Background: an optimization exercise with open tools, aiming at small area. Do not read the settings as production practice. In this exercise RTL edits were held to simulation tests only and were not proved equivalent to the original. No driver is modelled on the clock port, so clocking that relies on it looks cheaper here than on a real chip. No activity file was given, so power comes from the tool's default toggle rates.

build 41:
Design INTC, start of the top module:
module INTC
(
    input   wire            clk,
    input   wire            rst_n,
    output  wire[31:0]      data_out,
    input   wire[62:0]      set_in,
    input   wire[62:0]      en_in,
    input   wire            reset_in,
    output  wire[30:0]      intc_int_en
);
    reg  [62:0] lat;
    reg  [5:0]  dreg;
    wire [62:0] nxt;
    wire [5:0]  cur;
    wire [63:0] a, na, sp, nsp;
    wire [62:0] q;
    wire        rn;
    wire [13:0] ga, gs;
    INTC_inv u_rn (.a(reset_in), .y(rn));
    INTC_inv u_a1 (.a(lat[0]), .y(na[1]));
    INTC_ornb u_a2 (.a(lat[1]), .bn(na[1]), .y(a[2]));
    INTC_nor2 u_a3 (.a(a[2]), .b(lat[2]), .y(na[3]));
    INTC_ornb u_a4 (.a(lat[3]), .bn(na[3]), .y(a[4]));
    INTC_nor2 u_a5 (.a(a[4]), .b(lat[4]), .y(na[5]));
    INTC_ornb u_a6 (.a(lat[5]), .bn(na[5]), .y(a[6]));
    INTC_nor2 u_a7 (.a(a[6]), .b(lat[6]), .y(na[7]));
    INTC_nor2 u_a9 (.a(a[8]), .b(lat[8]), .y(na[9]));
    INTC_ornb u_a10 (.a(lat[9]), .bn(na[9]), .y(a[10]));
    INTC_nor2 u_a11 (.a(a[10]), .b(lat[10]), .y(na[11]));
    INTC_ornb u_a12 (.a(lat[11]), .bn(na[11]), .y(a[12]));
    INTC_nor2 u_a13 (.a(a[12]), .b(lat[12]), .y(na[13]));
    INTC_ornb u_a14 (.a(lat[13]), .bn(na[13]), .y(a[14]));
    INTC_nor2 u_a15 (.a(a[14]), .b(lat[14]), .y(na[15]));
    INTC_nor2 u_a17 (.a(a[16]), .b(lat[16]), .y(na[17]));
    INTC_ornb u_a18 (.a(lat[17]), .bn(na[17]), .y(a[18]));
    INTC_nor2 u_a19 (.a(a[18]), .b(lat[18]), .y(na[19]));
    INTC_ornb u_a20 (.a(lat[19]), .bn(na[19]), .y(a[20]));
    INTC_nor2 u_a21 (.a(a[20]), .b(lat[20]), .y(na[21]));
    INTC_ornb u_a22 (.a(lat[21]), .bn(na[21]), .y(a[22]));
  ...
For scale: ~540 cells after synthesis, about 190 I/O pins, roughly 4400 um2 of cells after synthesis.
==> flow/config.mk <==
export PLATFORM = sky130hd
export DESIGN_NAME = INTC
export DESIGN_NICKNAME = INTC
export VERILOG_FILES = /design/flow/design.v
export SDC_FILE = /design/flow/constraint.sdc
export NUM_CORES = 4
export LEC_CHECK = 0
export CAP_MARGIN = 20
export CORE_AREA = 3 3 83 83
export DIE_AREA = 0 0 86 86
export PLACE_DENSITY = 0.85
export SLEW_MARGIN = 20
export SYNTH_HIERARCHICAL = 1
==> flow/constraint.sdc <==
create_clock -name core_clock -period 6.5 [get_ports {clk}]
set_input_delay 1.3000 -clock core_clock [delete_from_list [all_inputs] [get_ports {clk}]]
set_output_delay 1.3000 -clock core_clock [all_outputs]
set_load 0.01 [all_outputs]
standard.sh (not shown) runs the stock make flow with config.mk's settings and CLKGATE_MAP_FILE= SYNTH_SCRIPT=/design/flow/synth_recipe.tcl, a recipe that flattens the netlist after the stock synthesis.
==> flow/flow/run.sh <==
#!/bin/bash
# Standard layout, with three changes: after the standard synthesis every
# combinational cell is set to its smallest drive strength (the later repair
# steps size up what timing needs), ports get the smallest buffer, and the
# clock tree uses small buffers without dummy loads.
set -euo pipefail
export BUFFER_PORTS_ARGS="-buffer_cell sky130_fd_sc_hd__buf_1"
export CTS_ARGS="-sink_clustering_enable -repair_clock_nets -buf_list sky130_fd_sc_hd__clkbuf_4 -root_buf sky130_fd_sc_hd__clkbuf_8 -dont_use_dummy_load"
R=orfs/results/$FLOW_PLATFORM/INTC/base
bash standard.sh synth > synth.log 2>&1
IN_ODB=$R/1_synth.odb OUT_ODB=$R/1_synth.odb openroad -no_init -exit flow/downsize.tcl > downsize.log 2>&1
touch $R/1_synth.sdc
bash standard.sh > standard.log 2>&1
==> flow/flow/downsize.tcl <==
# Replace every combinational cell by the smallest-area cell of the same
# function family (same base name, other drive strength). Timing repair in
# the later steps sizes up what the timing needs.
read_db $::env(IN_ODB)
set areas {}
foreach lib [[ord::get_db] getLibs] {
  foreach mm [$lib getMasters] {
    dict set areas [$mm getName] [expr {[$mm getWidth] * [$mm getHeight] / 1.0e6}]
  }
}
set block [ord::get_db_block]
set n 0
set saved 0.0
foreach inst [$block getInsts] {
  set m [[$inst getMaster] getName]
  if {![regexp {^(sky130_fd_sc_hd__)([a-z0-9]+)_([0-9]+)$} $m -> pre base drv]} { continue }
  if {[regexp {^(df|sdf|edf|dl|sed|conb|buf|clk|tap|fill|decap|diode|lpflow|probe)} $base]} { continue }
  set best $m
  set besta [dict get $areas $m]
  foreach d {0 1 2 4} {
    set c "${pre}${base}_$d"
    if {[dict exists $areas $c] && [dict get $areas $c] < $besta - 1e-6} {
      set dm [[ord::get_db] findMaster $c]
      if {$dm != "NULL"} { set best $c; set besta [dict get $areas $c] }
    }
  }
  if {$best != $m} {
    set saved [expr {$saved + [dict get $areas $m] - $besta}]
    $inst swapMaster [[ord::get_db] findMaster $best]
    incr n
  }
}
puts "downsize: $n cells resized, [format %.1f $saved] um2 saved"
write_db $::env(OUT_ODB)
Build 41 completed every stage of the flow, and the final layout passed the timing, design-rule and antenna checks.
Edits applied to the flow inputs when going from build 41 to build 95:
--- a/flow/flow/run.sh
+++ b/flow/flow/run.sh
@@ -8 +8 @@
-export CTS_ARGS="-sink_clustering_enable -repair_clock_nets -buf_list sky130_fd_sc_hd__clkbuf_4 -root_buf sky130_fd_sc_hd__clkbuf_8 -dont_use_dummy_load"
+export CTS_ARGS="-sink_clustering_enable -repair_clock_nets -buf_list sky130_fd_sc_hd__clkbuf_16 -dont_use_dummy_load"
[summary]
- Every run in the comparison, build 41 and build 95, completed the flow with a clean layout.
- Re final core utilization: build 95 is 1.7 points up on build 41.
- Delta(total routing usage reported by global routing, build 95 - build 41) > 0
- Worst hold margin deteriorates in build 95 relative to build 41.
- Re net switching fraction of the power: build 41 and build 95 aren't equal, and the higher value belongs to build 41.
- Between build 41 and build 95, the detail-routed via count per cell does not differ in any meaningful way.
## Diff of input files: build 40 against build 95
- GPL_TIMING_DRIVEN now 0, previously not set
--- a/flow/flow/run.sh
+++ b/flow/flow/run.sh
@@ -5 +5,2 @@
-# clock tree uses small buffers without dummy loads.
+# clock tree uses small buffers without dummy loads (post_cts.tcl sizes up
+# the ones whose clock pins would switch too slowly).
@@ -8 +9,2 @@
-export CTS_ARGS="-sink_clustering_enable -repair_clock_nets -buf_list sky130_fd_sc_hd__clkbuf_16 -dont_use_dummy_load"
+export CTS_ARGS="-sink_clustering_enable -repair_clock_nets -buf_list sky130_fd_sc_hd__clkbuf_4 -dont_use_dummy_load"
+export POST_CTS_TCL="$PWD/flow/post_cts.tcl"
==> flow/flow/post_cts.tcl (new file) <==
# After clock tree synthesis: give a clock buffer the next drive strength when
# the estimated slew at its flip-flop clock pins is high, then re-legalize.
estimate_parasitics -placement
set n 0
foreach c [get_cells -filter "ref_name == sky130_fd_sc_hd__clkbuf_4"] {
  set out [get_pins -of_objects $c -filter "direction == output"]
  set w 0
  foreach p [get_pins -of_objects [get_nets -of_objects $out] -filter "direction == input"] {
    set s [get_property $p slew_max]
    if {$s > $w} { set w $s }
  }
  if {$w > 0.105} {
    replace_cell $c sky130_fd_sc_hd__clkbuf_8
    incr n
  }
}
puts "post_cts: $n clock buffers sized up"
if {$n > 0} {
  detailed_placement
  check_placement -verbose
  estimate_parasitics -placement
}
- Between build 95 and build 40, area growth from synthesis to layout is higher for build 40, build 95 comes in under that.
- Compared with build 95, build 40 shows a higher placer's final routability congestion estimate.
- | sequential portion of the cell area | build 40 vs build 95 | 2.2 points lower |
- Looking at number of vias per cell after detailed routing, build 40 sits below build 95.
- In build 40 relative to build 95, maximum frequency had gone down slightly.
- | slew of the pin with the lowest slew margin | lower: build 95 |
- Per the comparison of build 40 with build 95, number of global-route vias before repair has increased, worst setup slack has decreased.
Here is what was changed in the inputs of build 34 compared with build 40.
- clearing GPL_TIMING_DRIVEN, which used to be 0
[summary]
The lower fraction of area in multi-input gates came out of build 40. Taking build 40 as the reference, in build 34 area of all placed cells without fillers has decreased, power has decreased, sequential share of layout area has increased. Compared with build 40, build 34 shows a number of global-route vias before repair that is 360 lower. The clock net sink count was comparable across build 40 and build 34.

afterwards: timing with drivers on the ports:
The results above use ideal ports. As a check the final layouts listed here were re-extracted and re-timed, cells and wires unchanged.
Step 1 (the two cells are an assumption about what drives the block):
set clk [get_ports {clk}]
set_driving_cell -lib_cell sky130_fd_sc_hd__clkbuf_16 $clk
set_driving_cell -lib_cell sky130_fd_sc_hd__buf_2 [delete_from_list [all_inputs] $clk]
Step 2 also shifts input and output timing later by t, the mid clock arrival at the registers, as if the neighbouring blocks saw the same clock.
a / b / c = ideal / step 1 / step 2; a / b = the first two.
run | t, ns | slack for setup (ns) | clock arrival spread, ns | pins driven straight from the clock port
build 41 | 0.372 | 0.428 / 0.397 / 0.768 | 0.025 / 0.025 | 1
build 95 | 0.358 | 0.433 / 0.395 / 0.753 | 0.019 / 0.020 | 1
build 40 | 0.356 | 0.324 / 0.294 / 0.380 | 0.026 / 0.025 | 1
build 34 | 0.366 | 0.420 / 0.389 / 0.756 | 0.025 / 0.025 | 1
After both steps every run listed still meets setup and hold.
